What follows belongs to an exercise in optimizing a design on an open flow for small area, a short achievable clock period and few clock cycles; a production flow would make more cautious choices.
In this exercise RTL edits were held to simulation tests only and were not proved equivalent to the original.
No activity file was given, so power comes from the tool's default toggle rates.

==> flow/flow/run.sh <==
#!/bin/bash
# The standard layout (standard.sh) with these changes:
#  - synthesis: ADDER_MAP_FILE is empty, so ORFS does not extract full/half
#    adder cells and abc maps the arithmetic like the rest of the logic; abc
#    runs flow/abc.script (area-oriented mapping; the layout's repair steps
#    size the gates) instead of ORFS's script. Registers are mapped by the
#    same dfflibmap step as in the standard synthesis.
#  - every port still gets a buffer, but a buf_1 instead of the delay cell
#    buffer_ports picks by default, and repair may resize cells across
#    footprints (MATCH_CELL_FOOTPRINT=0).
set -euo pipefail
here=$(pwd)
export ADDER_MAP_FILE=
export MY_ABC_SCRIPT=$here/flow/abc.script
sed -e "s#SYNTH_SCRIPT=[^ ]*#SYNTH_SCRIPT=$here/flow/synth.tcl#" \
    -e 's#"${@:-finish}"#MATCH_CELL_FOOTPRINT=0 "BUFFER_PORTS_ARGS=-buffer_cell sky130_fd_sc_hd__buf_1" "${@:-finish}"#' \
    standard.sh > my_standard.sh
bash my_standard.sh > standard.log 2>&1
==> flow/flow/abc.script <==
strash
dch -f
map -D 1500
topo
stime -c
buffer -c
upsize -c -D 1500
dnsize -c -D 1500
==> flow/flow/synth.tcl <==
# The standard flow's synthesis script (synth_recipe.tcl), with abc given our own script
# (abc.script beside this file) in place of ORFS's abc_speed/abc_area script.
proc synth {args} { yosys synth -nofsm -noshare {*}$args }
proc abc {args} {
  set i [lsearch -exact $args -script]
  if { $i >= 0 } { lset args [expr {$i + 1}] $::env(MY_ABC_SCRIPT) }
  yosys abc {*}$args
}
source $::env(SCRIPTS_DIR)/synth.tcl
# left out here: clear keep_hierarchy, flatten, clean up, hide names made inside functions, write 1_2_yosys.v
==> flow/standard.sh <==
#!/bin/bash
# synth_recipe.tcl (not shown) runs the flow's synth.tcl, then flattens the netlist and writes it again
# the make line also repeats each setting of config.mk as NAME=value (left out here)
make -C /OpenROAD-flow-scripts/flow DESIGN_CONFIG=/design/flow/config.mk WORK_HOME=/design/flow/orfs CLKGATE_MAP_FILE= SYNTH_SCRIPT=/design/flow/synth_recipe.tcl "${@:-finish}"
==> flow/config.mk <==
export PLATFORM = sky130hd
export DESIGN_NAME = huffman
export DESIGN_NICKNAME = huffman
export VERILOG_FILES = /design/flow/design.v
export SDC_FILE = /design/flow/constraint.sdc
export NUM_CORES = 4
export LEC_CHECK = 0
export CAP_MARGIN = 20
export CORE_MARGIN = 2
export CORE_UTILIZATION = 45
export SETUP_SLACK_MARGIN = 3.6
export SLEW_MARGIN = 20
==> flow/constraint.sdc <==
create_clock -name core_clock -period 6.2 [get_ports {clk}]
set_input_delay 1.2400 -clock core_clock [delete_from_list [all_inputs] [get_ports {clk}]]
set_output_delay 1.2400 -clock core_clock [all_outputs]
set_load 0.01 [all_outputs]
==> flow/design.v <==
module huffman(clk, reset, gray_valid, gray_data, CNT_valid, CNT1, CNT2, CNT3, CNT4, CNT5, CNT6,
    code_valid, HC1, HC2, HC3, HC4, HC5, HC6, M1, M2, M3, M4, M5, M6);
input clk;
input reset;
input gray_valid;
input [7:0] gray_data;
output CNT_valid;
output [7:0] CNT1, CNT2, CNT3, CNT4, CNT5, CNT6;
output code_valid;
output [7:0] HC1, HC2, HC3, HC4, HC5, HC6;
output [7:0] M1, M2, M3, M4, M5, M6;
function lt7(input [6:0] a, input [6:0] b, input le);
  reg [6:0] l, e;
  reg l10, e10, l32, e32, l54, e54, l30, e30, l60, e60;
  begin
    l = ~a & b;
    e = ~(a ^ b);
    l10 = l[1] | (e[1] & l[0]);   e10 = e[1] & e[0];
    l32 = l[3] | (e[3] & l[2]);   e32 = e[3] & e[2];
    l54 = l[5] | (e[5] & l[4]);   e54 = e[5] & e[4];
    l30 = l32 | (e32 & l10);      e30 = e32 & e10;
    l60 = l[6] | (e[6] & l54);    e60 = e[6] & e54;
    lt7 = l60 | (e60 & (l30 | (e30 & le)));
  end
endfunction
function [6:0] add7(input [6:0] a, input [6:0] b);
  reg [6:0] g, p, c;
  reg [6:0] g1, p1, g2, p2;
  integer j;
  begin
    g = a & b;
    p = a ^ b;
    g1 = g; p1 = p;
    for (j = 1; j < 7; j = j + 1) begin g1[j] = g[j] | (p[j] & g[j-1]); p1[j] = p[j] & p[j-1]; end
    g2 = g1; p2 = p1;
    for (j = 2; j < 7; j = j + 1) begin g2[j] = g1[j] | (p1[j] & g1[j-2]); p2[j] = p1[j] & p1[j-2]; end
    c = g2;
    for (j = 4; j < 7; j = j + 1) c[j] = g2[j] | (p2[j] & g2[j-4]);
    add7 = p ^ {c[5:0], 1'b0};
  end
endfunction
reg [3:0] t;     
reg pv;          
reg cv, hv;      
reg [6:0] S;     
wire t0 = (t == 4'd0);
wire t1 = (t == 4'd1);
wire t2 = (t == 4'd2);
wire t3 = (t == 4'd3);
wire t4 = (t == 4'd4);
wire rnk = t0 | t1 | t2 | t3 | t4;
wire start = t0 & pv & ~gray_valid;
wire comb = (t == 4'd5) | (t == 4'd6) | (t == 4'd7) | (t == 4'd8) | (t == 4'd9);
wire [5:0] self = {1'b0, t4, t3, t2, t1, t0};
wire [5:0] le = {rnk, rnk, t0 | t1 | t2 | t3, t0 | t1 | t2, t0 | t1, t0};
reg [6:0] w [0:5];
reg [2:0] d [0:5];
reg [4:0] r [0:5];    
wire [5:0] lt;
wire [5:0] kp, kq;
wire [6:0] X = S;
reg [6:0] bc;
always @*
  case (t[1:0])
    2'd0: bc = w[1];
    2'd1: bc = w[2];
    2'd2: bc = w[3];
    default: bc = w[4];
  endcase
reg [6:0] w0n;    
genvar gi;
generate for (gi = 0; gi < 6; gi = gi + 1) begin : sym
  assign lt[gi] = lt7(w[gi], X, le[gi]);
  assign kp[gi] = (d[gi] == 3'd2);
  assign kq[gi] = (d[gi] == 3'd3);
end endgenerate
reg [6:0] P, Q;
reg [5:2] h;     
integer i;
always @* begin
  P = 7'd0;
  Q = 7'd0;
  h = 4'd0;
  for (i = 0; i < 6; i = i + 1) begin
    P = P | (w[i] & {7{kp[i]}});
    Q = Q | (w[i] & {7{kq[i]}});
    if (d[i] == 3'd2 && lt[i]) h[2] = 1'b1;
    if (d[i] == 3'd3 && lt[i]) h[3] = 1'b1;
    if (d[i] == 3'd4 && lt[i]) h[4] = 1'b1;
    if (d[i] == 3'd5 && lt[i]) h[5] = 1'b1;
  end
end
wire [2:0] m = {h[5], h[3] & ~h[5], (h[2] & ~h[3]) | (h[4] & ~h[5])};
wire [6:0] PQ = add7(P, Q);
wire [6:0] PS = add7(P, S);
always @(posedge clk) begin
  if (rnk)
    S <= (t0 & gray_valid) ? w0n : t4 ? 7'h7f : bc;
  else
    S <= (PQ & {7{h[3]}}) | (PS & {7{~h[3]}});
  if (reset) begin
    t <= 4'd0;
    pv <= 1'b0;
    cv <= 1'b0;
    hv <= 1'b0;
  end else begin
    pv <= gray_valid;
    cv <= start;
    hv <= (t == 4'd9);
    if (t0)
      t <= {3'b000, start};
    else if (t != 4'd11)
      t <= t + 4'd1;
  end
end
always @* begin
  w0n = w[0];
  if (gray_data == 8'd1)
    w0n = w[0] + 7'd1;
end
generate for (gi = 0; gi < 6; gi = gi + 1) begin : upd
  wire member = (d[gi][2:1] == 2'b00);
  wire inc = (gi < 5 && self[gi]) ? lt[5] : ~lt[gi];
  wire [5:0] above = {1'b0, r[gi][4], |r[gi][4:3], |r[gi][4:2], |r[gi][4:1], |r[gi][4:0]};
  wire [4:0] rn = (r[gi] & (above[5:1] | {5{~d[gi][0]}})) | ({r[gi][3:0], 1'b0} & ~above[4:0]);
  always @(posedge clk) begin
    if (reset) begin
      w[gi] <= 7'd0;
      r[gi] <= 5'd1;
    end else begin
      if (t0 && gray_valid && gray_data == gi + 1)
        w[gi] <= w[gi] + 7'd1;
      if (comb && member) begin
        w[gi] <= S;
        r[gi] <= rn;
      end
    end
    if (rnk)
      d[gi] <= (t0 ? 3'd2 : d[gi]) + {2'b00, inc};
    else
      d[gi] <= member ? m : d[gi] + {2'b11, ~lt[gi]};
  end
end endgenerate
wire [7:0] hc [0:5];
wire [7:0] mo [0:5];
generate for (gi = 0; gi < 6; gi = gi + 1) begin : outs
  wire [5:0] above = {1'b0, r[gi][4], |r[gi][4:3], |r[gi][4:2], |r[gi][4:1], |r[gi][4:0]};
  assign mo[gi] = {3'b000, above[4:1], 1'b1};
  assign hc[gi] = {3'b000, r[gi] & (above[5:1] | {5{~d[gi][0]}})};
end endgenerate
assign CNT_valid = cv;
assign code_valid = hv;
assign CNT1 = {1'b0, w[0]};
assign CNT2 = {1'b0, w[1]};
assign CNT3 = {1'b0, w[2]};
assign CNT4 = {1'b0, w[3]};
assign CNT5 = {1'b0, w[4]};
assign CNT6 = {1'b0, w[5]};
assign HC1 = hc[0];
assign HC2 = hc[1];
assign HC3 = hc[2];
assign HC4 = hc[3];
assign HC5 = hc[4];
assign HC6 = hc[5];
assign M1 = mo[0];
assign M2 = mo[1];
assign M3 = mo[2];
assign M4 = mo[3];
assign M5 = mo[4];
assign M6 = mo[5];
endmodule
==> results of run 1 <==
## power breakdown
group          switching, mW  internal [mW]  leakage [nW]
clock                  0.295          0.293         0.144
combinational         0.0927         0.0432          3.02
sequential           0.00971          0.664         0.865
total                  0.397          0.999          4.03
## cells by family (layout without fill, tap and decap cells)
| logic type | count (synthesis) | count (layout) | synth area share, % |
|---|---|---|---|
| other | 2 | 48 | 0.0931 |
| flip-flops | 104 | 104 | 25.8 |
| buffers and inverters | 262 | 392 | 15.3 |
| AO/OA/AOI/OAI | 420 | 420 | 31.8 |
| XOR/XNOR | 16 | 16 | 1.74 |
| AND/OR/NAND/NOR | 472 | 472 | 25.2 |
## per-stage QoR
step / setup WS, ps / total power [mW]
after floorplan: 3500 / 0.784
after global placement: 2670 / 0.789
after detailed placement: 2720 / 0.788
after CTS: 3530 / 1.39
after global routing: 3470 / 1.44
final: 3530 / 1.40
## worst max-delay path by stage
stage | from | end | slack [ps] | cells past startpoint
3_3_place_gp | reset | w[3][1]$_SDFFE_PP0P_ | 2670 | 4
2_1_floorplan | gray_data[5] | w[1][6]$_SDFFE_PP0P_ | 3500 | 10
6_report | r[1][4]$_SDFFE_PP0P_ | M2[2] | 3530 | 7
5_1_grt | S[6]$_DFF_P_ | d[5][1]$_DFF_P_ | 3470 | 12
3_5_place_dp | reset | w[3][1]$_SDFFE_PP0P_ | 2720 | 4
4_1_cts | r[0][3]$_SDFFE_PP0P_ | HC1[0] | 3530 | 7
## cells in the final DEF (no fill, tap or decap), types with 9 or more instances in the layout
cell,synthesis,layout
nor3_1,26,17
o22ai_1,22,18
dfxtp_4,0,18
inv_1,151,124
xor2_1,11,11
dfxtp_1,104,53
a221oi_1,15,11
a22oi_1,41,35
a21oi_2,0,9
buf_4,61,97
inv_2,8,27
conb_1,2,48
buf_1,4,92
dfxtp_2,0,33
o21ai_0,105,88
nor2_2,1,16
a21oi_1,130,119
a31oi_1,20,19
nand4_1,10,10
nand2_1,184,170
clkbuf_2,2,9
nor2_4,4,24
o211ai_1,9,9
o21ai_1,14,23
nand3_1,45,44
clkbuf_16,0,9
nor2_1,174,139
nand2_2,0,13
## critical path: stages, from the launching register on
cell      delay (ps)
dfxtp_4          360
nor2_4           120
inv_2             60
nor2_4           100
buf_4            150
buf_4            110
inv_1             30
clkbuf_2         120
## per-layer routing
metal / vias to the layer above / GRT usage (%) / wire length, microns
li1: 4655 / - / -
met3: 87 / 7.75 / 3580
met5: - / 0 / 0
met1: 4535 / 46.2 / 13900
met4: 0 / 14.6 / 1250
met2: 589 / 48.2 / 13800
## timing repair
action                                  CTS  global route
cloned                                    1             0
endpoints found under the setup margin  121            87
gates resized for setup                 146           147
pin swaps                                28            51
setup buffers                            47            53
## flip-flops by register name (all words and copies together) (netlist names)
register,cells
S,7
r,30
d,18
w,42
pv,1
cv,1
hv,1
t,4
## synthesized netlist by cell type (14+ instances only)
master,instances,share of area (%)
nand2_1,184,8.6
nor2_1,174,8.1
inv_1,151,7.0
a21oi_1,130,8.1
o21ai_0,105,6.5
dfxtp_1,104,26
buf_4,61,5.7
nand3_1,45,2.8
a22oi_1,41,3.8
nor3_1,26,1.6
o22ai_1,22,1.7
a31oi_1,20,1.6
clkbuf_1,20,0.93
buf_2,16,0.99
a221oi_1,15,1.6
o221ai_1,15,1.6
o21ai_1,14,0.87
## cell type report
class	instances	area [sq um]	area share, %
multi-input cells	956	5620	54.3
flip-flops and latches	104	2190	21.2
repair buffers	216	1330	12.8
inverters	159	631	6.10
well taps	225	282	2.72
clock buffers	11	243	2.35
clock inverters	5	45.0	0.435
repair inverters	1	7.51	0.0726
==> out/results.tsv, run 1 <==
stage	metric	value	unit
clocking	Reg clk slew, reported paths	80	ps
drt	post-route ant nets	0	
drt	DR vias	9866	
clocking	clock root buffer	clkbuf_16	
drt	DRC	0	
sta	Slew Limit Fails	0	
layout	fraction of layout cells with a size suffix above 1	25.1	%
placed_design	Cells after DPL	1560	
sta	final setup fails	0	
grt	Total GRT Usage	33.1	%
sta	Slew @ Worst Pin	797	ps
clocking	TritonCTS clock tree	built	
grt	first-pass GRT wire length	47700	microns
placed_design	dpl hpwl	22700	microns
setup_path	Crit Path Category	flop to primary output	
layout	Layout Cells excl Fill	1677	
synthesis	EDFF count, synth	0	
setup_path	Critical Path End Type	primary output	
floorplanning	Ports	157	
grt	vias in the first global route	8497	
layout	Final nets	1458	
power	leakage	4.03	nW
sta	Final Hold Vio Count	0	
setup_path	reg2reg path depth	12	
synthesis	Cell Area, Synth	0.00807	sq mm
synthesis	async set-reset flop share out of synthesis	0	%
placed_design	Port Buffers	108	
sta	slew margin rel.	46.8	%
setup_path	crit-path max FO	4	
setup_path	worst r2r dst	d[5][1]$_DFF_P_	
sta	Tmin final	2670	ps
drt	drt pass-1 iters	6	
clocking	CTS Hold Buffers Added	0	
grt	GRT overflow	0	
synthesis	sequential share of the synthesized area	25.8	%
layout	area grow syn2layout	28.2	%
floorplanning	total die area	0.0190	sq mm
setup_path	Reg-to-Reg Start	S[6]$_DFF_P_	
grt	initial antenna violation count	0	
clocking	CTS buffer count	9	
synthesis	synth unique cells	59	
drt	Routed WL	32600	microns
setup_path	FF-to-FF setup slack	3560	ps
layout	Diodes inserted	0	
power	Pwr Density	135	mW/mm^2
sta	final setup TNS	0	ps
sta	Tcrit/Tclk final	43.1	%
synthesis	Synth Register Bits	104	
clocking	clk buf depth	2	
layout	final instance area	0.0103	sq mm
floorplanning	Initial Utilization	46.3	%
job	max-cap viol count	0	
worst_hold_path	hold depth	2	
setup_path	Critical Path AT	1430	ps
synthesis	Top FF cell, synth	dfxtp_1	
synthesis	Post-Synthesis Cells	1276	
floorplanning	Chip Width	138	microns
floorplanning	Die Y	138	microns
drt	Via density	5.88	
floorplanning	Core ar.	0.0174	sq mm
power	peak supply drop	0.125	mV
clocking	H-tree levels	3	
floorplanning	Rows	48	
layout	final core occ	59.4	%
status	outcome	finished clean	
drt	DRT iter0 DRCs	1071	
worst_hold_path	hold endpoint	cv$_SDFF_PP0_	
layout	Fill cells	1759	
clocking	CTS Sinks	104	
worst_hold_path	origin of the worst min-delay path	pv$_SDFF_PP0_	
synthesis	Synth Area per Inst	6.32	sq um
sta	Fin Hold WS	476	ps
setup_path	Critical Path Start Type	flop	
sta	RSZ-0062 raised after global routing	true	
grt	pin count of the biggest net entering global routing	46	
setup_path	worst endpoint required time	4960	ps
synthesis	Yosys warnings	4	
sta	fmax	374	MHz
placed_design	Area after DPL	0.00842	sq mm
sta	Setup Skew	9.18	ps
worst_hold_path	Hold/Removal Path Class	flop to flop	
clocking	clk latency of the worst-skew pair	370	ps
placed_design	RePlAce Congestion	1.02	
drt	WL per Instance	19.4	microns
Testbench counts, summed over its fixed seeds: cycles 7,104.
==> inputs of run 2 (changes only) <==
--- a/flow/design.v
+++ b/flow/design.v
@@ -57,3 +57,4 @@
 reg [2:0] d [0:5];
-reg [4:0] r [0:5];    
+reg [3:0] mk [0:5];   
+reg [3:0] c [0:5];    
 wire [5:0] lt;
@@ -123,4 +124,3 @@
   wire inc = (gi < 5 && self[gi]) ? lt[5] : ~lt[gi];
-  wire [5:0] above = {1'b0, r[gi][4], |r[gi][4:3], |r[gi][4:2], |r[gi][4:1], |r[gi][4:0]};
-  wire [4:0] rn = (r[gi] & (above[5:1] | {5{~d[gi][0]}})) | ({r[gi][3:0], 1'b0} & ~above[4:0]);
+  wire [3:0] at = {mk[gi][2:0], 1'b1} & ~mk[gi];
   always @(posedge clk) begin
@@ -128,3 +128,4 @@
       w[gi] <= 7'd0;
-      r[gi] <= 5'd1;
+      mk[gi] <= 4'd0;
+      c[gi] <= 4'd0;
     end else begin
@@ -134,3 +135,4 @@
         w[gi] <= S;
-        r[gi] <= rn;
+        mk[gi] <= {mk[gi][2:0], 1'b1};
+        c[gi] <= c[gi] | (at & {4{~d[gi][0]}});
       end
@@ -146,5 +148,4 @@
 generate for (gi = 0; gi < 6; gi = gi + 1) begin : outs
-  wire [5:0] above = {1'b0, r[gi][4], |r[gi][4:3], |r[gi][4:2], |r[gi][4:1], |r[gi][4:0]};
-  assign mo[gi] = {3'b000, above[4:1], 1'b1};
-  assign hc[gi] = {3'b000, r[gi] & (above[5:1] | {5{~d[gi][0]}})};
+  assign mo[gi] = {3'b000, mk[gi], 1'b1};
+  assign hc[gi] = {3'b000, {1'b0, c[gi]} | ({mk[gi], 1'b1} & ~{1'b0, mk[gi]} & {5{~d[gi][0]}})};
 end endgenerate
--- a/flow/config.mk
+++ b/flow/config.mk
@@ -10,3 +10,3 @@
 export CORE_UTILIZATION = 45
-export SETUP_SLACK_MARGIN = 3.6
+export SETUP_SLACK_MARGIN = 3.8
 export SLEW_MARGIN = 20
==> out/results.tsv, run 2 <==
stage	metric	value	unit
grt	Total GRT Usage	32.8	%
layout	Fill cells	1567	
drt	DRT iter0 DRCs	1327	
drt	DRC	0	
synthesis	Synth Register Bits	122	
setup_path	worst r2r dst	d[0][2]$_DFF_P_	
sta	Setup Skew	11.5	ps
grt	met3 Resource Use GR	7.76	%
power	switching fraction of total power	34.3	%
synthesis	Synth top area share	29.3	%
worst_hold_path	hold depth	2	
sta	Slew Limit Fails	0	
setup_path	Critical Path Start Type	flop	
placed_design	RePlAce Congestion	1.01	
power	Switch Pwr	0.786	mW
setup_path	crit-path max FO	9	
worst_hold_path	hold endpoint	cv$_SDFF_PP0_	
layout	Largest regs	w (42), c (24), mk (24)	
grt	first-pass GRT wire length	50700	microns
synthesis	sequential share of the synthesized area	29.3	%
setup_path	reg2reg path depth	14	
clocking	H-tree levels	4	
clocking	TritonCTS clock tree	built	
floorplanning	Initial Utilization	46.0	%
grt	busiest grt layer	met2	
layout	area grow syn2layout	42.9	%
placed_design	DP Worst Slack	2930	ps
grt	initial antenna violation count	0	
synthesis	Post-Synthesis Cells	1282	
clocking	Reg clk slew, reported paths	70	ps
synthesis	Synth top cells by count	186 x nand2_1, 173 x nor2_1, 168 x inv_1	
synthesis	synth unique cells	57	
sta	Final Hold Vio Count	0	
clocking	CTS buffer count	17	
floorplanning	Chip Width	140	microns
status	outcome	finished clean	
clocking	CTS Sinks	122	
clocking	clk latency of the worst-skew pair	440	ps
drt	WL per Instance	19.7	microns
power	clock share of power	44.4	%
sta	Slew @ Worst Pin	636	ps
sta	final setup fails	0	
layout	max reg flops	42	
grt	met1 usage	45.8	%
power	leakage	4.59	nW
layout	fraction of layout cells with a size suffix above 1	32.6	%
power	power share of the sequential group	35.2	%
synthesis	Yosys warnings	5	
power	Pwr Density	192	mW/mm^2
sta	fmax	386	MHz
power	Power Total	2.29	mW
power	peak supply drop	0.205	mV
worst_hold_path	Hold/Removal Path Class	flop to flop	
layout	commonest non-fill, non-tap cell in the layout	nand2_1	
layout	Most flops, register	w	
clocking	clock root buffer	clkbuf_16	
drt	Routed WL	34700	microns
synthesis	async set-reset flop share out of synthesis	0	%
floorplanning	Ports	157	
setup_path	Reg-to-Reg Start	S[2]$_DFF_P_	
synthesis	Synth area leader	dfxtp_1	
clocking	clk buf depth	2	
setup_path	Crit Path Category	flop to flop	
setup_path	worst endpoint required time	6500	ps
drt	Via density	6.00	
grt	vias in the first global route	9120	
floorplanning	Rows	49	
sta	Tcrit/Tclk final	41.8	%
layout	Diodes inserted	0	
synthesis	Cell Area, Synth	0.00833	sq mm
layout	most frequent cells in the layout	170 x nand2_1, 142 x nor2_1, 124 x buf_4	
placed_design	dpl hpwl	22100	microns
sta	Fin Hold WS	470	ps
grt	pin count of the biggest net entering global routing	75	
drt	drt pass-1 iters	25	
synthesis	Synth Area per Inst	6.49	sq um
floorplanning	Die Y	140	microns
sta	RSZ-0062 raised after global routing	true	
setup_path	FF-to-FF setup slack	3610	ps
sta	slew margin rel.	57.3	%
floorplanning	total die area	0.0196	sq mm
placed_design	Port Buffers	108	
layout	multi-input logic area	0.00585	sq mm
sta	final setup TNS	0	ps
floorplanning	Core ar.	0.0181	sq mm
setup_path	Critical Path End Type	flop	
clocking	CTS Hold Buffers Added	0	
sta	Tmin final	2590	ps
worst_hold_path	origin of the worst min-delay path	pv$_SDFF_PP0_	
synthesis	cell with the most instances after synthesis	nand2_1	
synthesis	EDFF count, synth	0	
drt	post-route ant nets	0	
grt	GRT overflow	0	
drt	DR vias	10600	
synthesis	Top FF cell, synth	dfxtp_1	
sta	final worst slack	3610	ps
grt	met2 Use GR	48.7	%
job	max-cap viol count	0	
power	Logic pwr share	20.4	%
setup_path	Critical Path AT	2890	ps
power	Pint	1.50	mW
synthesis	Synth area leaders	dfxtp_1 29%, nand2_1 8.4%, nor2_1 7.8%, inv_1 7.6%, a21oi_1 6.4%	
layout	sequential cell area	0.00261	sq mm
layout	Final nets	1530	
## run 2: cell count changes after synthesis, sizes merged, moves of 6 or more
cell	delta
a31oi	+10
xor2	+6
o221ai	-7
a22oi	+7
a21oi	-24
nor2	+6
buf	-16
o2111ai	+10
inv	+18
dfxtp	+18
a21boi	-13
## run 2: worst max-delay path by stage
stage / startpoint / end / depth (start not counted)
2_1_floorplan: gray_data[6] / w[0][1]$_SDFFE_PP0P_ / 8
3_3_place_gp: reset / w[5][1]$_SDFFE_PP0P_ / 5
3_5_place_dp: S[6]$_DFF_P_ / d[0][0]$_DFF_P_ / 10
4_1_cts: d[2][0]$_DFF_P_ / HC3[3] / 4
5_1_grt: S[1]$_DFF_P_ / d[1][1]$_DFF_P_ / 12
6_report: S[2]$_DFF_P_ / d[0][2]$_DFF_P_ / 14
## run 2: logic make-up after synthesis
family | Yosys count | synth area share, %
other cells | 2 | 0.0902
xor+xnor | 20 | 2.10
compound gates | 398 | 29.4
flops | 122 | 29.3
simple gates | 474 | 24.6
buf+inv | 266 | 14.4
## run 2: final cells by class
cell class                      count  share of cell area (%)
Clock buffer                       17                    3.57
Clock inverter                     15                    1.47
Inverter                          179                    6.36
Multi-Input combinational cell    942                    49.2
Sequential cell                   122                    21.9
Tap cell                          229                    2.41
Timing Repair Buffer              255                    15.0
Timing Repair inverter              2                   0.105
## run 2: metal layers
| layer | part of all wire [%] | vias to the layer above | wire (microns) |
|---|---|---|---|
| li1 | - | 4808 | - |
| met2 | 43 | 774 | 14900 |
| met4 | 4.2 | 0 | 1450 |
| met5 | 0 | - | 0 |
| met1 | 41 | 4869 | 14200 |
| met3 | 12 | 121 | 4120 |
## run 2: through the flow
stage | std cells | area (sq um) | util [%]
after floorplan | 1328 | 8540 | -
after global placement | 1586 | 8760 | 48.4
after detailed placement | 1586 | 8760 | 48.4
after CTS | 1695 | 10700 | 59.3
after global routing | 1761 | 11900 | 65.8
final | 1761 | 11900 | 65.8
## run 2: repair_timing
| action | 4_1_cts | 5_1_grt |
|---|---|---|
| setup buffers | 72 | 65 |
| resized for setup | 255 | 192 |
| setup endpoints to repair | 119 | 99 |
| pin swaps | 44 | 57 |
| cloned | 5 | 1 |
| endpoints found under the hold margin | 0 | 0 |
## run 2: worst max-delay path: stages (launching register included)
cell and delay, ps:
dfxtp_2 330, buf_12 140, clkinvlp_4 180, buf_4 170, nand2_1 70, a32oi_2 260
o21ai_2 150, buf_6 150, a31oi_1 130, o2111a_2 290, nand2_4 100, buf_4 160
buf_4 130, a21oi_1 110, o22ai_1 80
## run 2: power by group through the flow
stage | logic (mW) | registers (mW) | clock network (mW)
after floorplan | 0.204 | 0.819 | 0
after global placement | 0.256 | 0.826 | 0
after detailed placement | 0.257 | 0.826 | 0
after CTS | 0.379 | 0.810 | 1.03
after global routing | 0.481 | 0.806 | 1.07
final | 0.467 | 0.806 | 1.02
Testbench counts of run 2, summed over its fixed seeds: cycles 7,104.
==> inputs of run 3 (changes only) <==
==> flow/flow/abc.script (replaced) <==
strash
dch -f
map -D 2500
topo
stime -c
buffer -c
upsize -c -D 2500
dnsize -c -D 2500
--- a/flow/config.mk
+++ b/flow/config.mk
@@ -10,3 +10,3 @@
 export CORE_UTILIZATION = 45
-export SETUP_SLACK_MARGIN = 3.8
+export SETUP_SLACK_MARGIN = 3.6
 export SLEW_MARGIN = 20
==> out/results.tsv, run 3 <==
stage	metric	value	unit
grt	first-pass GRT wire length	46300	microns
synthesis	Yosys warnings	5	
synthesis	Synth area leader	dfxtp_1	
clocking	TritonCTS clock tree	built	
synthesis	main combinational cell family by area after synthesis	compound AO/OA/AOI/OAI gates	
setup_path	Crit Path Category	flop to flop	
layout	fraction of layout cells with a size suffix above 1	22.7	%
synthesis	Top FF cell, synth	dfxtp_1	
grt	pin count of the biggest net entering global routing	75	
synthesis	Synth Area in Compound Gates	29.8	%
worst_hold_path	origin of the worst min-delay path	pv$_SDFF_PP0_	
drt	drt pass-1 iters	7	
synthesis	Synth top cells by count	196 x nor2_1, 194 x inv_1, 140 x nand2_1	
floorplanning	Die Y	138	microns
floorplanning	Core ar.	0.0174	sq mm
placed_design	RePlAce Congestion	0.961	
setup_path	FF-to-FF setup slack	3470	ps
sta	Setup Skew	9.80	ps
setup_path	slowest stage delay, CP	360	ps
synthesis	simple-gate portion of the synthesized area	22.3	%
clocking	Reg clk slew, reported paths	70	ps
setup_path	crit path from	t[2]$_SDFFE_PP0P_	
placed_design	DP Worst Slack	2540	ps
sta	Slew Limit Fails	0	
synthesis	EDFF count, synth	0	
drt	DRT iter0 DRCs	1102	
layout	commonest non-fill, non-tap cell in the layout	inv_1	
drt	DR vias	9875	
sta	Final Hold Vio Count	0	
placed_design	dpl hpwl	21600	microns
sta	slew margin rel.	57.6	%
drt	Routed WL	31900	microns
synthesis	Synth area leaders	dfxtp_1 30%, nor2_1 9.1%, inv_1 9.0%, o21ai_0 7.4%, a21oi_1 7.3%	
clocking	clk latency of the worst-skew pair	440	ps
layout	Most flops, register	w	
drt	DRC	0	
synthesis	async set-reset flop share out of synthesis	0	%
layout	Diodes inserted	0	
floorplanning	Chip Width	138	microns
power	peak supply drop	0.214	mV
setup_path	Critical Path AT	3050	ps
sta	final setup fails	0	
synthesis	Synth top area share	30.3	%
drt	WL per Instance	18.9	microns
layout	Final nets	1458	
setup_path	reg2reg path depth	18	
setup_path	worst r2r dst	S[2]$_DFF_P_	
setup_path	Critical Path End Type	flop	
placed_design	Area after DPL	0.00857	sq mm
layout	final instance area	0.0107	sq mm
sta	Tmin final	2730	ps
job	max-cap viol count	0	
sta	fmax	366	MHz
synthesis	Synth Register Bits	122	
grt	Total GRT Usage	31.9	%
clocking	CTS Sinks	122	
floorplanning	Rows	48	
sta	RSZ-0062 raised after global routing	true	
layout	Largest regs	w (42), c (24), mk (24)	
synthesis	sequential share of the synthesized area	30.3	%
sta	final worst slack	3470	ps
layout	Fill cells	1671	
synthesis	synth unique cells	40	
setup_path	CP Cell Sequence	inv_2, nor2_2, inv_2, nor2_4, nor2_4, buf_4, o21ai_0, o221ai_1, nand2_2, inv_1, nor2_2, a221oi_4, nand3_4, buf_4, buf_4, nand2_1, o21ai_0, o21ai_0	
synthesis	Synth Area in Adders	0	%
floorplanning	Initial Utilization	46.3	%
power	Power Total	2.10	mW
layout	max reg flops	42	
synthesis	Synth Area per Inst	6.42	sq um
layout	most frequent cells in the layout	161 x inv_1, 158 x nor2_1, 126 x nand2_1	
setup_path	crit-path max FO	5	
setup_path	crit path max-delay cell type	dfxtp_4	
sta	Slew @ Worst Pin	637	ps
setup_path	Crit path depth	18	
setup_path	Reg-to-Reg Start	t[2]$_SDFFE_PP0P_	
clocking	CTS Hold Buffers Added	0	
setup_path	Critical Path Start Type	flop	
floorplanning	Ports	157	
setup_path	crit path capture	S[2]$_DFF_P_	
clocking	clock root buffer	clkbuf_16	
worst_hold_path	Hold/Removal Path Class	flop to flop	
drt	Via density	5.86	
grt	vias in the first global route	8506	
sta	Tcrit/Tclk final	44.1	%
floorplanning	total die area	0.0190	sq mm
setup_path	Buf+Inv Stages, Crit Path	6	
status	outcome	finished clean	
sta	final setup TNS	0	ps
placed_design	Port Buffers	108	
synthesis	cell with the most instances after synthesis	nor2_1	
drt	post-route ant nets	0	
layout	area grow syn2layout	32.8	%
power	leakage	4.06	nW
grt	initial antenna violation count	0	
sta	Fin Hold WS	484	ps
synthesis	xor and xnor fraction of the mapped netlist area	2.17	%
synthesis	Cell Area, Synth	0.00807	sq mm
clocking	clk buf depth	2	
synthesis	Post-Synthesis Cells	1258	
synthesis	post-synthesis mux area share	0	%
clocking	CTS buffer count	17	
setup_path	worst endpoint required time	6510	ps
grt	GRT overflow	0	
clocking	H-tree levels	4	
power	Pwr Density	196	mW/mm^2
setup_path	top cell family by delay on the critical path	compound AO/OA/AOI/OAI gates	
[run 3: worst min path at each step]
stage,to,slack [ps],depth (start not counted)
3_3_place_gp,c[3][3]$_SDFFE_PP0P_,480,2
3_5_place_dp,c[1][0]$_SDFFE_PP0P_,480,2
4_1_cts,c[1][0]$_SDFFE_PP0P_,490,2
5_1_grt,cv$_SDFF_PP0_,500,2
2_1_floorplan,cv$_SDFF_PP0_,440,2
6_report,cv$_SDFF_PP0_,480,2
[run 3: repair_timing]
item	4_1_cts	5_1_grt
resized for setup	135	139
pin swaps	19	55
endpoints found under the setup margin	111	76
cloned	1	0
buffers inserted	35	53
[run 3: where the power goes]
| part | internal, mW | switching, mW | leakage (nW) |
|---|---|---|---|
| sequential | 0.788 | 0.0184 | 1.00 |
| clock | 0.532 | 0.449 | 0.272 |
| combinational | 0.109 | 0.205 | 2.79 |
[run 3: layout make-up]
type / instances / area, sq um / area share, %
multi-input cells: 902 / 5340 / 49.8
repair buffers: 205 / 1190 / 11.1
well taps: 225 / 282 / 2.63
clock inverters: 15 / 145 / 1.35
repair inverters: 1 / 7.51 / 0.0700
clock buffers: 17 / 425 / 3.97
inverters: 198 / 806 / 7.52
flip-flops and latches: 122 / 2530 / 23.6
[run 3: worst min-delay path, cell delays in order, from the launching register on]
cell and delay (ps):
dfxtp_1 300, nand3_1 110, nor2_1 40
[run 3: cells by family (layout without fill, tap and decap cells)]
group                     after synthesis  in the layout
AOI/OAI and AO/OA                     398            398
buffers and inverters                 280            436
xor gates and xnor gates               20             20
and+or+nand+nor                       436            436
other                                   2             48
DFF                                   122            122
[run 3: per-stage QoR]
stage / util, % / cells
6_report: 61.5 / 1685
5_1_grt: 61.5 / 1685
4_1_cts: 56.4 / 1632
3_5_place_dp: 49.2 / 1564
3_3_place_gp: 49.2 / 1564
2_1_floorplan: - / 1304
[run 3: routing by layer]
| layer | wire length (microns) | up-vias | global-route usage [%] |
|---|---|---|---|
| li1 | - | 4613 | - |
| met1 | 13700 | 4599 | 44.9 |
| met2 | 14000 | 578 | 46.9 |
| met3 | 3070 | 85 | 6.83 |
| met4 | 1120 | 0 | 13.3 |
| met5 | 0 | - | 0 |
==> inputs of run 4 (changes only) <==
==> flow/flow/abc.script (replaced) <==
strash
dch -f
map -D 1000
topo
stime -c
buffer -c
upsize -c -D 1000
dnsize -c -D 1000
==> out/results.tsv, run 4 <==
stage	metric	value	unit
status	outcome	finished clean	
placed_design	dpl hpwl	29400	microns
layout	fraction of layout cells with a size suffix above 1	16.7	%
setup_path	Critical Path Start Type	flop	
drt	WL per Instance	22.8	microns
synthesis	Synth area leaders	dfxtp_1 27%, nand2_1 8.6%, a21oi_1 6.6%, o21ai_0 5.4%, inv_1 5.4%	
grt	pin count of the biggest net entering global routing	73	
drt	drt pass-1 iters	6	
synthesis	Post-Synthesis Cells	1408	
power	Logic pwr share	34.3	%
placed_design	Port Buffers	108	
sta	slew margin rel.	41.7	%
synthesis	Synth top cells by count	211 x nand2_1, 131 x inv_1, 131 x nor2_1	
clocking	Reg clk slew, reported paths	60	ps
sta	Setup Skew	13.7	ps
setup_path	worst r2r dst	d[2][1]$_DFF_P_	
drt	DR vias	11300	
layout	most frequent cells in the layout	208 x nand2_1, 128 x inv_1, 121 x nor2_1	
worst_hold_path	hold depth	2	
setup_path	Crit Path Category	flop to primary output	
setup_path	Buf+Inv Stages, Crit Path	3	
layout	Most flops, register	w	
sta	final setup fails	0	
layout	Fill cells	2024	
setup_path	FF-to-FF setup slack	3570	ps
sta	final setup TNS	0	ps
layout	Diodes inserted	0	
synthesis	post-synthesis mux area share	0.218	%
grt	Total GRT Usage	36.7	%
synthesis	Synth area leader	dfxtp_1	
sta	Slew Limit Fails	0	
clocking	clock root buffer	clkbuf_16	
grt	GRT overflow	0	
floorplanning	Initial Utilization	45.7	%
layout	Final nets	1534	
worst_hold_path	origin of the worst min-delay path	c[4][0]$_SDFFE_PP0P_	
floorplanning	Die Y	147	microns
synthesis	Synth Area in Compound Gates	31.0	%
grt	initial antenna violation count	0	
synthesis	EDFF count, synth	0	
floorplanning	total die area	0.0216	sq mm
floorplanning	Core ar.	0.0201	sq mm
clocking	clk buf depth	2	
synthesis	synth unique cells	67	
setup_path	Critical Path AT	1480	ps
setup_path	worst endpoint required time	4960	ps
layout	area grow syn2layout	21.3	%
drt	Routed WL	41200	microns
sta	Final Hold Vio Count	0	
drt	DRT iter0 DRCs	1362	
placed_design	RePlAce Congestion	1.13	
synthesis	Synth Area in Adders	0	%
synthesis	Synth top area share	26.6	%
setup_path	reg2reg path depth	8	
layout	final core occ	55.4	%
layout	commonest non-fill, non-tap cell in the layout	nand2_1	
layout	Largest regs	w (42), c (24), mk (24)	
drt	DRC	0	
clocking	CTS buffer count	17	
power	peak supply drop	0.241	mV
synthesis	sequential share of the synthesized area	26.6	%
synthesis	simple-gate portion of the synthesized area	26.2	%
job	max-cap viol count	0	
sta	Tcrit/Tclk final	43.9	%
synthesis	Cell Area, Synth	0.00919	sq mm
synthesis	Synth Register Bits	122	
drt	post-route ant nets	0	
synthesis	Top FF cell, synth	dfxtp_1	
power	switching fraction of total power	41.1	%
floorplanning	Ports	157	
floorplanning	Chip Width	147	microns
layout	max reg flops	42	
setup_path	crit-path max FO	5	
setup_path	Critical Path End Type	primary output	
sta	RSZ-0062 raised after global routing	true	
sta	Tmin final	2720	ps
power	clock share of power	35.9	%
setup_path	crit path max-delay cell type	dfxtp_4	
clocking	H-tree levels	4	
grt	first-pass GRT wire length	60700	microns
grt	vias in the first global route	10100	
clocking	TritonCTS clock tree	built	
synthesis	main combinational cell family by area after synthesis	compound AO/OA/AOI/OAI gates	
synthesis	xor and xnor fraction of the mapped netlist area	1.72	%
synthesis	async set-reset flop share out of synthesis	0	%
synthesis	cell with the most instances after synthesis	nand2_1	
floorplanning	Rows	52	
power	leakage	4.37	nW
synthesis	Synth Area per Inst	6.52	sq um
worst_hold_path	hold endpoint	c[4][0]$_SDFFE_PP0P_	
setup_path	slowest stage delay, CP	400	ps
power	power share of the sequential group	29.8	%
worst_hold_path	Hold/Removal Path Class	flop to flop	
power	Switch Pwr	1.24	mW
setup_path	top cell family by delay on the critical path	flip-flops	
drt	Via density	6.28	
power	Pwr Density	271	mW/mm^2
synthesis	Yosys warnings	5	
setup_path	CP Cell Sequence	clkinvlp_4, a31oi_4, inv_1, buf_1	
clocking	CTS Sinks	122	
sta	Slew @ Worst Pin	873	ps
sta	fmax	367	MHz
clocking	clk latency of the worst-skew pair	440	ps
setup_path	Reg-to-Reg Start	w[5][3]$_SDFFE_PP0P_	
power	Pint	1.78	mW
-- run 4: cell count changes after synthesis, moves of 11 or more --
cell and delta:
buf_2 +29, a31oi_1 +11, inv_1 -63, nand2_1 +71, a221oi_1 -13, inv_2 +38
nand3_1 +20, nand4_1 +47, nor2_1 -65, o21ai_1 +28, o21ai_0 -20
-- run 4: final cells by class --
type	instances	area, sq um	share of cell area (%)
clock buffer	18	429	3.85
clock inverter	14	186	1.67
inverter	170	658	5.91
multi-input combinational	1052	6170	55.3
sequential	122	2490	22.4
tap	270	338	3.03
timing repair buffer	160	876	7.86
-- run 4: layer usage --
layer	up-vias	track usage, %	share of wire [%]
li1	5131	-	-
met3	134	9.29	12
met2	779	54.3	43
met1	5291	49.4	40
met5	-	0	0
met4	0	18.9	5.3
-- run 4: worst max path at each step --
stage                     from                   end  depth (start not counted)
2_1_floorplan     gray_data[5]  w[2][2]$_SDFFE_PP0P_                          8
3_3_place_gp      gray_data[5]          S[1]$_DFF_P_                         11
3_5_place_dp      gray_data[5]          S[1]$_DFF_P_                         11
4_1_cts        d[0][0]$_DFF_P_                HC1[3]                          4
5_1_grt        d[0][0]$_DFF_P_                HC1[3]                          4
6_report       d[0][0]$_DFF_P_                HC1[3]                          4
-- run 4: worst min-delay path, stage by stage (launching register included) --
cell and delay (ps):
dfxtp_1 310, nor2_1 100, nor3_1 50
-- run 4: cell families (layout without fill, tap and decap cells) --
| kind of cell | after synthesis | after routing |
|---|---|---|
| AND/OR/NAND/NOR | 526 | 528 |
| buffers and inverters | 282 | 362 |
| multiplexers | 2 | 2 |
| flip-flops | 122 | 122 |
| AO/OA/AOI/OAI | 456 | 456 |
| other | 2 | 48 |
| XOR/XNOR | 18 | 18 |
-- run 4: timing repair --
action / 4_1_cts / 5_1_grt
hold buffers: 0 / 0
pin swaps: 10 / 17
buffers inserted: 19 / 21
resized for setup: 54 / 102
gates cloned: 0 / 3
endpoints found under the setup margin: 94 / 67
-- run 4: power by group through the flow --
stage | clock network, mW | logic, mW | registers (mW)
after global placement | 0 | 0.734 | 0.904
after detailed placement | 0 | 0.723 | 0.904
after CTS | 1.09 | 0.817 | 0.895
after global routing | 1.13 | 1.08 | 0.902
final | 1.08 | 1.04 | 0.902
after floorplan | 0 | 0.553 | 0.854
-- run 4: metrics by stage --
| stage | hold WS (ps) | power (mW) | std cells | setup slack, ps | instance area [sq um] |
|---|---|---|---|---|---|
| 2_1_floorplan | 445 | 1.41 | 1454 | 3500 | 9390 |
| 3_3_place_gp | 477 | 1.64 | 1731 | 2930 | 9550 |
| 3_5_place_dp | 479 | 1.63 | 1731 | 2920 | 9550 |
| 4_1_cts | 493 | 2.80 | 1782 | 3510 | 10500 |
| 5_1_grt | 507 | 3.11 | 1806 | 3450 | 11100 |
| 6_report | 492 | 3.02 | 1806 | 3480 | 11100 |
==> inputs of run 5 (changes only) <==
==> flow/flow/abc.script (replaced) <==
strash
dch -f
map -D 1500
topo
stime -c
buffer -c
upsize -c -D 1500
dnsize -c -D 1500
==> out/results.tsv, run 5 <==
stage	metric	value	unit
synthesis	Synth Area in Compound Gates	29.4	%
layout	Largest regs	w (42), c (24), mk (24)	
worst_hold_path	Hold/Removal Path Class	flop to flop	
synthesis	xor and xnor fraction of the mapped netlist area	2.10	%
clocking	Reg clk slew, reported paths	70	ps
drt	WL per Instance	18.7	microns
drt	Routed WL	31000	microns
drt	Via density	5.89	
drt	drt pass-1 iters	21	
grt	Total GRT Usage	30.1	%
worst_hold_path	hold depth	2	
power	leakage	3.78	nW
floorplanning	Rows	49	
grt	vias in the first global route	8385	
layout	Final nets	1424	
sta	Tmin final	2620	ps
synthesis	EDFF count, synth	0	
sta	Final Hold Vio Count	0	
layout	fraction of layout cells with a size suffix above 1	15.8	%
setup_path	worst endpoint required time	4960	ps
floorplanning	total die area	0.0196	sq mm
drt	DRT iter0 DRCs	1078	
synthesis	Synth Register Bits	122	
clocking	H-tree levels	4	
sta	Tcrit/Tclk final	42.3	%
drt	post-route ant nets	0	
synthesis	main combinational cell family by area after synthesis	compound AO/OA/AOI/OAI gates	
synthesis	sequential share of the synthesized area	29.3	%
sta	final setup TNS	0	ps
synthesis	Yosys warnings	5	
setup_path	Critical Path End Type	primary output	
power	Pwr Density	215	mW/mm^2
placed_design	RePlAce Congestion	1.03	
setup_path	reg2reg path depth	13	
setup_path	crit-path max FO	8	
layout	most frequent cells in the layout	179 x nand2_1, 156 x nor2_1, 153 x inv_1	
layout	Most flops, register	w	
synthesis	Top FF cell, synth	dfxtp_1	
grt	GRT overflow	0	
sta	slew margin rel.	57.7	%
synthesis	async set-reset flop share out of synthesis	0	%
placed_design	DP Worst Slack	2790	ps
synthesis	Synth top cells by count	186 x nand2_1, 173 x nor2_1, 168 x inv_1	
layout	Diodes inserted	0	
floorplanning	Chip Width	140	microns
grt	initial antenna violation count	0	
floorplanning	Ports	157	
synthesis	Synth area leaders	dfxtp_1 29%, nand2_1 8.4%, nor2_1 7.8%, inv_1 7.6%, a21oi_1 6.4%	
sta	Fin Hold WS	485	ps
layout	area grow syn2layout	22.6	%
floorplanning	Initial Utilization	46.0	%
job	max-cap viol count	0	
placed_design	dpl hpwl	21900	microns
sta	fmax	381	MHz
floorplanning	Die Y	140	microns
clocking	clock root buffer	clkbuf_16	
synthesis	Post-Synthesis Cells	1282	
sta	Slew @ Worst Pin	631	ps
sta	RSZ-0062 raised after global routing	true	
clocking	CTS buffer count	17	
layout	commonest non-fill, non-tap cell in the layout	nand2_1	
synthesis	synth unique cells	57	
layout	Layout Cells excl Fill	1655	
setup_path	Critical Path AT	1380	ps
sta	final worst slack	3580	ps
clocking	CTS Sinks	122	
placed_design	Port Buffers	108	
sta	Slew Limit Fails	0	
synthesis	simple-gate portion of the synthesized area	24.6	%
clocking	TritonCTS clock tree	built	
synthesis	Synth area leader	dfxtp_1	
synthesis	Synth Area in Adders	0	%
placed_design	Cells after DPL	1583	
synthesis	Cell Area, Synth	0.00833	sq mm
status	outcome	finished clean	
grt	pin count of the biggest net entering global routing	75	
sta	Setup Skew	9.97	ps
power	peak supply drop	0.202	mV
synthesis	cell with the most instances after synthesis	nand2_1	
clocking	clk buf depth	2	
sta	final setup fails	0	
grt	first-pass GRT wire length	46600	microns
setup_path	Crit Path Category	flop to primary output	
drt	DR vias	9741	
synthesis	Synth top area share	29.3	%
synthesis	Synth Area per Inst	6.49	sq um
clocking	clk latency of the worst-skew pair	440	ps
layout	max reg flops	42	
synthesis	post-synthesis mux area share	0	%
drt	DRC	0	
setup_path	Critical Path Start Type	flop	
floorplanning	Core ar.	0.0181	sq mm
## run 5: cell count changes after synthesis, sizes merged, moves of 9 or more
cell	delta
a31oi	-9
nand2	-23
o21bai	-9
nand4	-46
buf	-18
a221oi	+9
nand3	-21
a21oi	-16
o221ai	-17
o21ai	-9
nor2	+51
## run 5: area by class of cell
cell class,instances,area [sq um]
Clock buffer,17,425
Fill cell,1804,7880
Timing Repair Buffer,150,776
Sequential cell,122,2520
Inverter,179,707
Multi-Input combinational cell,942,5310
Timing Repair inverter,1,7.51
Clock inverter,15,175
Tap cell,229,287
## run 5: logic make-up after synthesis
| kind of cell | count (synthesis) |
|---|---|
| xor+xnor | 20 |
| buf+inv | 266 |
| other cells | 2 |
| flops | 122 |
| compound gates | 398 |
| simple gates | 474 |
## run 5: timing repair
item | in CTS | in global routing
resized for setup | 68 | 98
hold buffers | 0 | 0
setup buffers | 12 | 25
cloned | 2 | 1
endpoints found under the setup margin | 99 | 79
pin swaps | 8 | 20
## run 5: power by group
part           switching [mW]  internal [mW]
Combinational           0.231          0.110
Sequential             0.0267          0.792
Clock                   0.457          0.575
## run 5: path summary, 6_finish.rpt
kind / slack (ps) / start / to
min: 480 / pv$_SDFF_PP0_ / cv$_SDFF_PP0_
min reg2reg: 480 / pv$_SDFF_PP0_ / cv$_SDFF_PP0_
max: 3580 / d[5][0]$_DFF_P_ / HC6[0]
max reg2reg: 3660 / S[1]$_DFF_P_ / d[5][0]$_DFF_P_
## run 5: per-stage QoR
stage / area, sq um / util [%] / power, mW
3_5_place_dp: 8730 / 48.3 / 1.08
4_1_cts: 9660 / 53.4 / 2.13
6_report: 10200 / 56.4 / 2.19
3_3_place_gp: 8730 / 48.3 / 1.08
5_1_grt: 10200 / 56.4 / 2.25
2_1_floorplan: 8530 / - / 1.02
## run 5: layer usage
layer,GRT usage (%),up-vias,wire length (microns)
met5,0,-,0
met4,9.14,0,998
met3,5.85,71,2900
met2,45.5,563,13300
met1,43.3,4503,13800
li1,-,4604,-
## run 5: critical path: stages, from the launching register on
cell	delay, ps
dfxtp_4	410
inv_4	90
a21oi_1	230
inv_1	80
buf_1	130
==> inputs of run 6 (changes only) <==
--- a/flow/config.mk
+++ b/flow/config.mk
@@ -9,3 +9,4 @@
 export CORE_MARGIN = 2
-export CORE_UTILIZATION = 45
+export CORE_UTILIZATION = 55
+export PLACE_DENSITY = 0.7
 export SETUP_SLACK_MARGIN = 3.6
==> out/results.tsv, run 6 <==
stage	metric	value	unit
grt	vias in the first global route	8656	
layout	Final nets	1426	
layout	Largest regs	w (42), c (24), mk (24)	
layout	area grow syn2layout	22.4	%
drt	Routed WL	30700	microns
placed_design	RePlAce Congestion	1.02	
setup_path	Critical Path Start Type	flop	
setup_path	Critical Path End Type	primary output	
synthesis	async set-reset flop share out of synthesis	0	%
sta	fmax	389	MHz
job	max-cap viol count	0	
synthesis	EDFF count, synth	0	
worst_hold_path	Hold/Removal Path Class	flop to flop	
synthesis	Top FF cell, synth	dfxtp_1	
sta	final setup TNS	0	ps
synthesis	Yosys warnings	5	
status	outcome	finished clean	
setup_path	Critical Path AT	1330	ps
drt	Via density	6.19	
synthesis	Synth top cells by count	186 x nand2_1, 173 x nor2_1, 168 x inv_1	
floorplanning	Core ar.	0.0146	sq mm
synthesis	Post-Synthesis Cells	1282	
synthesis	sequential share of the synthesized area	29.3	%
sta	Slew Limit Fails	0	
layout	Most flops, register	w	
floorplanning	Rows	44	
grt	first-pass GRT wire length	46500	microns
sta	slew margin rel.	53.9	%
drt	DR vias	9976	
setup_path	worst endpoint required time	4960	ps
floorplanning	Chip Width	127	microns
grt	GRT overflow	0	
grt	pin count of the biggest net entering global routing	75	
setup_path	Crit Path Category	flop to primary output	
layout	commonest non-fill, non-tap cell in the layout	nand2_1	
floorplanning	Initial Utilization	56.9	%
clocking	CTS Sinks	122	
clocking	clk buf depth	2	
synthesis	Synth area leader	dfxtp_1	
clocking	clk latency of the worst-skew pair	430	ps
synthesis	cell with the most instances after synthesis	nand2_1	
layout	most frequent cells in the layout	179 x nand2_1, 160 x nor2_1, 150 x inv_1	
drt	DRT iter0 DRCs	1266	
floorplanning	total die area	0.0161	sq mm
setup_path	crit-path max FO	8	
placed_design	Port Buffers	108	
synthesis	Synth Area per Inst	6.49	sq um
power	leakage	3.78	nW
synthesis	Synth Register Bits	122	
power	peak supply drop	0.231	mV
drt	DRC	0	
placed_design	dpl hpwl	21100	microns
clocking	H-tree levels	4	
sta	Slew @ Worst Pin	688	ps
layout	max reg flops	42	
layout	Diodes inserted	0	
floorplanning	Die Y	127	microns
sta	final setup fails	0	
layout	fraction of layout cells with a size suffix above 1	15.9	%
synthesis	Synth area leaders	dfxtp_1 29%, nand2_1 8.4%, nor2_1 7.8%, inv_1 7.6%, a21oi_1 6.4%	
sta	Fin Hold WS	465	ps
drt	post-route ant nets	0	
clocking	CTS buffer count	17	
clocking	TritonCTS clock tree	built	
synthesis	Cell Area, Synth	0.00833	sq mm
drt	drt pass-1 iters	8	
sta	Final Hold Vio Count	0	
setup_path	FF-to-FF setup slack	3640	ps
floorplanning	Ports	157	
grt	initial antenna violation count	0	
sta	Tcrit/Tclk final	41.5	%
clocking	Reg clk slew, reported paths	60	ps
clocking	clock root buffer	clkbuf_16	
sta	Tmin final	2570	ps
clocking	CTS Hold Buffers Added	0	
synthesis	synth unique cells	57	
sta	RSZ-0062 raised after global routing	true	
drt	WL per Instance	19.1	microns
synthesis	Synth top area share	29.3	%
power	Pwr Density	216	mW/mm^2
grt	Total GRT Usage	36.3	%
sta	Setup Skew	7.87	ps
-- run 6: cell counts after synthesis --
Identical to the previous run, type by type.
-- run 6: worst paths after layout --
kind	endpoint	cells after the start	from
min	cv$_SDFF_PP0_	2	pv$_SDFF_PP0_
max	HC5[1]	4	d[4][0]$_DFF_P_
max reg2reg	d[4][2]$_DFF_P_	13	w[1][3]$_SDFFE_PP0P_
min reg2reg	cv$_SDFF_PP0_	2	pv$_SDFF_PP0_
-- run 6: metal layers --
layer	up-vias	wire length [microns]	GRT usage [%]	part of all wire, %
met5	-	0	0	0
met4	0	1110	11.6	3.6
met3	113	4130	9.09	13
li1	4605	-	-	-
met2	722	12600	53.4	41
met1	4536	12800	52.4	42
-- run 6: power breakdown --
part / internal (mW) / switching (mW) / leakage (nW) / total, mW
sequential: 0.794 / 0.0248 / 0.999 / 0.819
clock: 0.613 / 0.417 / 0.292 / 1.03
combinational: 0.118 / 0.237 / 2.49 / 0.355
total: 1.52 / 0.679 / 3.78 / 2.20
-- run 6: layout make-up --
cell class / instances / area, sq um
clock inverters: 14 / 160
fillers: 1310 / 4460
flip-flops and latches: 122 / 2500
well taps: 184 / 230
multi-input cells: 941 / 5320
repair buffers: 153 / 806
clock buffers: 18 / 439
repair inverters: 1 / 7.51
inverters: 179 / 716
-- run 6: cells by family after synthesis --
family                    after synthesis  share of synthesized area [%]
and+or+nand+nor                       474                           24.6
AOI/OAI and AO/OA                     398                           29.4
buffers and inverters                 266                           14.4
DFF                                   122                           29.3
xor gates and xnor gates               20                           2.10
other                                   2                         0.0902
-- run 6: critical path, cell delays in order (launching register included) --
cell and delay, ps:
dfxtp_2 410, inv_4 100, a31oi_1 220, inv_1 50, buf_1 120
-- run 6: per-stage QoR --
step	utilization, %	setup WS [ps]	instances	total power [mW]	instance area [sq um]
after global routing	69.6	3550	1612	2.26	10200
final	69.6	3630	1612	2.20	10200
after floorplan	-	3590	1328	1.02	8530
after detailed placement	59.4	2990	1540	1.08	8690
after CTS	65.5	3550	1580	2.13	9590
after global placement	59.4	2960	1540	1.08	8690
-- run 6: what timing repair did --
action | in CTS | in global routing
resized for setup | 62 | 98
buffers inserted | 6 | 32
gates cloned | 2 | 0
endpoints found under the hold margin | 0 | 0
setup endpoints to repair | 85 | 89
pin swaps | 4 | 25
==> inputs of run 7 (changes only) <==
--- a/flow/design.v
+++ b/flow/design.v
@@ -56,3 +56,4 @@
 reg [6:0] w [0:5];
-reg [2:0] d [0:5];
+reg [2:0] dq [0:5];   
+wire [2:0] d [0:5];
 reg [3:0] mk [0:5];   
@@ -73,2 +74,3 @@
 generate for (gi = 0; gi < 6; gi = gi + 1) begin : sym
+  assign d[gi] = dq[gi] ^ 3'b001;
   assign lt[gi] = lt7(w[gi], X, le[gi]);
@@ -140,5 +142,5 @@
     if (rnk)
-      d[gi] <= (t0 ? 3'd2 : d[gi]) + {2'b00, inc};
+      dq[gi] <= ((t0 ? 3'd2 : d[gi]) + {2'b00, inc}) ^ 3'b001;
     else
-      d[gi] <= member ? m : d[gi] + {2'b11, ~lt[gi]};
+      dq[gi] <= (member ? m : d[gi] + {2'b11, ~lt[gi]}) ^ 3'b001;
   end
@@ -149,3 +151,3 @@
   assign mo[gi] = {3'b000, mk[gi], 1'b1};
-  assign hc[gi] = {3'b000, {1'b0, c[gi]} | ({mk[gi], 1'b1} & ~{1'b0, mk[gi]} & {5{~d[gi][0]}})};
+  assign hc[gi] = {3'b000, {1'b0, c[gi]} | ({mk[gi], 1'b1} & ~{1'b0, mk[gi]} & {5{dq[gi][0]}})};
 end endgenerate
--- a/flow/config.mk
+++ b/flow/config.mk
@@ -9,4 +9,3 @@
 export CORE_MARGIN = 2
-export CORE_UTILIZATION = 55
-export PLACE_DENSITY = 0.7
+export CORE_UTILIZATION = 45
 export SETUP_SLACK_MARGIN = 3.6
==> out/results.tsv, run 7 <==
stage	metric	value	unit
status	outcome	finished clean	
sta	Fin Hold WS	489	ps
floorplanning	Chip Width	141	microns
sta	Tmin final	2570	ps
drt	DRT iter0 DRCs	1289	
synthesis	Synth area leaders	dfxtp_1 29%, nand2_1 7.8%, nor2_1 7.0%, inv_1 6.8%, a21oi_1 6.7%	
sta	Slew Limit Fails	0	
setup_path	Critical Path Start Type	flop	
synthesis	Top FF cell, synth	dfxtp_1	
sta	final setup fails	0	
floorplanning	Core ar.	0.0186	sq mm
synthesis	Synth top cells by count	176 x nand2_1, 158 x nor2_1, 153 x inv_1	
placed_design	Port Buffers	108	
sta	fmax	388	MHz
drt	DR vias	9675	
synthesis	async set-reset flop share out of synthesis	0	%
synthesis	Yosys warnings	5	
sta	Setup Skew	7.52	ps
synthesis	Synth Area per Inst	6.63	sq um
floorplanning	Die Y	141	microns
layout	fraction of layout cells with a size suffix above 1	17.4	%
floorplanning	Initial Utilization	45.4	%
synthesis	cell with the most instances after synthesis	nand2_1	
grt	Total GRT Usage	29.9	%
synthesis	Synth Area in Compound Gates	29.7	%
layout	commonest non-fill, non-tap cell in the layout	nand2_1	
drt	Via density	5.81	
setup_path	worst endpoint required time	6490	ps
sta	slew margin rel.	45.4	%
sta	final setup TNS	0	ps
grt	first-pass GRT wire length	46800	microns
setup_path	Crit Path Category	flop to flop	
layout	Final nets	1430	
layout	most frequent cells in the layout	166 x nand2_1, 150 x nor2_1, 140 x inv_1	
power	peak supply drop	0.215	mV
synthesis	Synth top area share	28.9	%
synthesis	post-synthesis mux area share	0	%
sta	Slew @ Worst Pin	818	ps
synthesis	sequential share of the synthesized area	28.9	%
synthesis	xor and xnor fraction of the mapped netlist area	1.66	%
job	max-cap viol count	0	
synthesis	Synth Register Bits	122	
layout	Largest regs	w (42), c (24), mk (24)	
drt	WL per Instance	18.5	microns
sta	Final Hold Vio Count	0	
layout	Layout Cells excl Fill	1666	
clocking	CTS Hold Buffers Added	0	
clocking	TritonCTS clock tree	built	
floorplanning	total die area	0.0199	sq mm
placed_design	dpl hpwl	21900	microns
floorplanning	Ports	157	
drt	post-route ant nets	0	
setup_path	Critical Path AT	2860	ps
synthesis	synth unique cells	62	
drt	Routed WL	30800	microns
layout	Diodes inserted	0	
floorplanning	Rows	50	
sta	RSZ-0062 raised after global routing	true	
clocking	CTS buffer count	17	
sta	Tcrit/Tclk final	41.5	%
placed_design	Cells after DPL	1578	
power	Pwr Density	289	mW/mm^2
clocking	Reg clk slew, reported paths	70	ps
grt	initial antenna violation count	0	
grt	vias in the first global route	8654	
clocking	clock root buffer	clkbuf_16	
grt	pin count of the biggest net entering global routing	75	
clocking	CTS Sinks	122	
worst_hold_path	Hold/Removal Path Class	flop to flop	
synthesis	Post-Synthesis Cells	1273	
clocking	H-tree levels	4	
synthesis	Synth Area in Adders	0	%
layout	max reg flops	42	
clocking	clk buf depth	2	
setup_path	Critical Path End Type	flop	
placed_design	RePlAce Congestion	1.03	
synthesis	main combinational cell family by area after synthesis	compound AO/OA/AOI/OAI gates	
drt	DRC	0	
layout	Most flops, register	w	
synthesis	Synth area leader	dfxtp_1	
synthesis	Cell Area, Synth	0.00844	sq mm
grt	GRT overflow	0	
drt	drt pass-1 iters	10	
power	leakage	3.90	nW
setup_path	crit-path max FO	8	
clocking	clk latency of the worst-skew pair	430	ps
layout	area grow syn2layout	21.4	%
synthesis	EDFF count, synth	0	
synthesis	simple-gate portion of the synthesized area	25.0	%
## run 7: layout make-up
cell class	instances	area [sq um]
Timing Repair inverter	1	7.51
Fill cell	1887	8340
Sequential cell	122	2520
Tap cell	234	293
Clock inverter	14	174
Timing Repair Buffer	168	913
Multi-Input combinational cell	933	5200
Inverter	176	691
Clock buffer	18	439
## run 7: path summary, 6_finish.rpt
kind | start | endpoint | slack, ps | cells past startpoint
worst max register to register | dq[5][0]$_DFF_P_ | S[6]$_DFF_P_ | 3630 | 13
worst max-delay path | dq[5][0]$_DFF_P_ | S[6]$_DFF_P_ | 3630 | 13
worst min register to register | c[3][0]$_SDFFE_PP0P_ | c[3][0]$_SDFFE_PP0P_ | 490 | 2
worst min-delay path | c[3][0]$_SDFFE_PP0P_ | c[3][0]$_SDFFE_PP0P_ | 490 | 2
## run 7: cell families after synthesis
| logic type | count (synthesis) |
|---|---|
| AND/OR/NAND/NOR | 466 |
| AO/OA/AOI/OAI | 402 |
| buffers and inverters | 265 |
| flip-flops | 122 |
| XOR/XNOR | 16 |
| other | 2 |
## run 7: worst max-delay path: stages, from the launching register on
cell and delay (ps):
dfxtp_4 370, inv_2 80, nor3_4 410, nand2_1 110
o211ai_1 180, or2_1 190, nand2_2 70, nand4_1 150
nand2_2 100, nand3_1 100, o21ai_2 100, a311o_1 290
a31oi_2 170, a32oi_1 100
## run 7: per-layer routing
layer	global-route usage, %	wire length [microns]	vias up
li1	-	-	4616
met1	40.3	13200	4464
met2	46.8	13500	523
met3	7.37	3150	72
met4	10.6	888	0
met5	0	0	-
## run 7: metrics by stage
| stage | area [sq um] | worst slack (ps) | power, mW | util (%) |
|---|---|---|---|---|
| floorplan | 8630 | 3600 | 1.49 | - |
| global placement | 8800 | 3000 | 1.68 | 47.4 |
| detailed placement | 8800 | 2950 | 1.68 | 47.4 |
| CTS | 9670 | 3610 | 2.83 | 52.1 |
| global route | 10200 | 3550 | 3.08 | 55.1 |
| finish | 10200 | 3630 | 2.96 | 55.1 |
## run 7: timing repair
item / 4_1_cts / 5_1_grt
endpoints found under the setup margin: 81 / 76
gates cloned: 2 / 0
gates resized for setup: 47 / 86
buffers inserted: 12 / 42
pin swaps: 6 / 23
## run 7: report_power, final
| group | internal [mW] | switching [mW] |
|---|---|---|
| Clock | 0.621 | 0.444 |
| Combinational | 0.340 | 0.647 |
| Sequential | 0.828 | 0.0821 |
Testbench counts of run 7, summed over its fixed seeds: cycles 7,104.
==> inputs of run 8 (changes only) <==
==> flow/flow/abc.script (replaced) <==
strash
dch -f
map -D 1800
topo
stime -c
buffer -c
upsize -c -D 1800
dnsize -c -D 1800
==> out/results.tsv, run 8 <==
stage	metric	value	unit
status	outcome	finished clean	
sta	fmax	390	MHz
setup_path	Crit Path Category	flop to flop	
layout	max reg flops	42	
setup_path	reg2reg path depth	11	
power	Pint	1.77	mW
drt	DR vias	9694	
synthesis	EDFF count, synth	0	
sta	Setup Skew	15.0	ps
clocking	H-tree levels	4	
layout	Final nets	1429	
clocking	clock root buffer	clkbuf_16	
synthesis	Synth area leader	dfxtp_1	
sta	final setup fails	0	
drt	WL per Instance	18.7	microns
sta	Tcrit/Tclk final	41.4	%
layout	Fill cells	1864	
sta	Slew Limit Fails	0	
clocking	CTS buffer count	17	
setup_path	Critical Path Start Type	flop	
placed_design	Area after DPL	0.00883	sq mm
worst_hold_path	hold depth	2	
synthesis	Post-Synthesis Cells	1271	
floorplanning	total die area	0.0199	sq mm
setup_path	Reg-to-Reg Start	w[2][5]$_SDFFE_PP0P_	
setup_path	worst r2r dst	dq[4][0]$_DFF_P_	
floorplanning	Rows	50	
layout	Diodes inserted	0	
synthesis	Cell Area, Synth	0.00846	sq mm
layout	Largest regs	w (42), c (24), mk (24)	
sta	slew margin rel.	38.6	%
drt	post-route ant nets	0	
power	clock share of power	34.9	%
synthesis	sequential share of the synthesized area	28.9	%
clocking	CTS Hold Buffers Added	0	
power	power share of the sequential group	30.8	%
setup_path	FF-to-FF setup slack	3630	ps
grt	Total GRT Usage	30.4	%
power	Logic pwr share	34.4	%
sta	final setup TNS	0	ps
sta	Final Hold Vio Count	0	
grt	GRT overflow	0	
floorplanning	Ports	157	
synthesis	Top FF cell, synth	dfxtp_1	
layout	multi-input logic area	0.00526	sq mm
drt	Via density	5.82	
synthesis	Synth top area share	28.9	%
sta	Tmin final	2570	ps
layout	final instance area	0.0104	sq mm
==> run 8: changes by cell type in the layout (fill, tap and decap cells not counted), sizes merged, moves of 4 or more <==
cell / before / now
o22ai: 39 / 33
o211ai: 14 / 8
nand3: 38 / 32
xor2: 14 / 10
nor3: 51 / 58
inv: 178 / 187
nand2: 178 / 150
a211oi: 7 / 2
nor2: 172 / 192
or2: 5 / 0
a21oi: 116 / 123
xnor2: 2 / 6
o2111ai: 1 / 5
==> run 8: layout make-up <==
type | count | share of cell area, %
multi-input combinational | 918 | 50.6
timing repair buffer | 171 | 9.30
inverter | 187 | 7.10
sequential | 122 | 24.3
clock inverter | 15 | 1.70
tap | 234 | 2.82
timing repair inverter | 1 | 0.0723
clock buffer | 17 | 4.10
==> run 8: critical path, cell delays in order (launching register included) <==
cell	delay, ps
dfxtp_1	510
inv_1	200
o22ai_1	270
o22ai_1	160
nor2_2	180
inv_1	110
a41oi_2	240
nand4_4	190
o21ai_2	200
inv_2	110
a21oi_2	170
a21oi_2	60
==> run 8: power groups by stage <==
stage	Sequential [mW]	Clock, mW	Combinational [mW]
2_1_floorplan	0.862	0	0.653
3_3_place_gp	0.918	0	0.784
3_5_place_dp	0.917	0	0.784
4_1_cts	0.905	1.06	0.864
5_1_grt	0.927	1.09	1.09
6_report	0.922	1.04	1.03
==> run 8: kinds of logic after synthesis <==
kind of cell | count (synthesis) | synth area share (%)
AOI/OAI and AO/OA | 402 | 29.7
DFF | 122 | 28.9
other | 2 | 0.0888
xor gates and xnor gates | 16 | 1.66
and+or+nand+nor | 451 | 24.8
buffers and inverters | 278 | 14.9
==> run 8: worst max-delay path by stage <==
| stage | from | to | cells past startpoint |
|---|---|---|---|
| floorplan | gray_data[5] | w[0][2]$_SDFFE_PP0P_ | 8 |
| CTS | dq[5][0]$_DFF_P_ | HC6[4] | 3 |
| global placement | reset | w[5][1]$_SDFFE_PP0P_ | 5 |
| detailed placement | gray_data[5] | w[0][5]$_SDFFE_PP0P_ | 9 |
| finish | w[2][5]$_SDFFE_PP0P_ | dq[4][0]$_DFF_P_ | 11 |
| global route | S[5]$_DFF_P_ | dq[4][0]$_DFF_P_ | 14 |
==> run 8: repair_timing <==
| action | CTS | global route |
|---|---|---|
| setup buffers | 13 | 44 |
| cloned | 2 | 0 |
| gates resized for setup | 46 | 98 |
| pin swaps | 6 | 25 |
| setup endpoints to repair | 94 | 82 |
==> run 8: stage by stage <==
stage	std cells	utilization, %	worst slack (ps)	total power [mW]	hold slack [ps]
2_1_floorplan	1317	-	3610	1.51	445
5_1_grt	1665	55.9	3550	3.11	511
3_3_place_gp	1574	47.5	3010	1.70	476
4_1_cts	1621	52.2	3590	2.82	493
6_report	1665	55.9	3630	3.00	490
3_5_place_dp	1574	47.5	2980	1.70	480
==> run 8: metal layers <==
metal  routed length [microns]  track usage (%)  vias up
li1                          -                -     4583
met1                     13300             41.3     4556
met2                     13900             46.8      495
met3                      3240             7.37       60
met4                       764             10.8        0
met5                         0             2.51        -

Setup slack of run 8, layout unchanged: 3.635 ns with ideal ports, 3.592 ns with driving cells assumed (clock clkbuf_16, inputs buf_2), 3.235 ns with port delays also shifted by the 0.488 ns mid clock arrival.
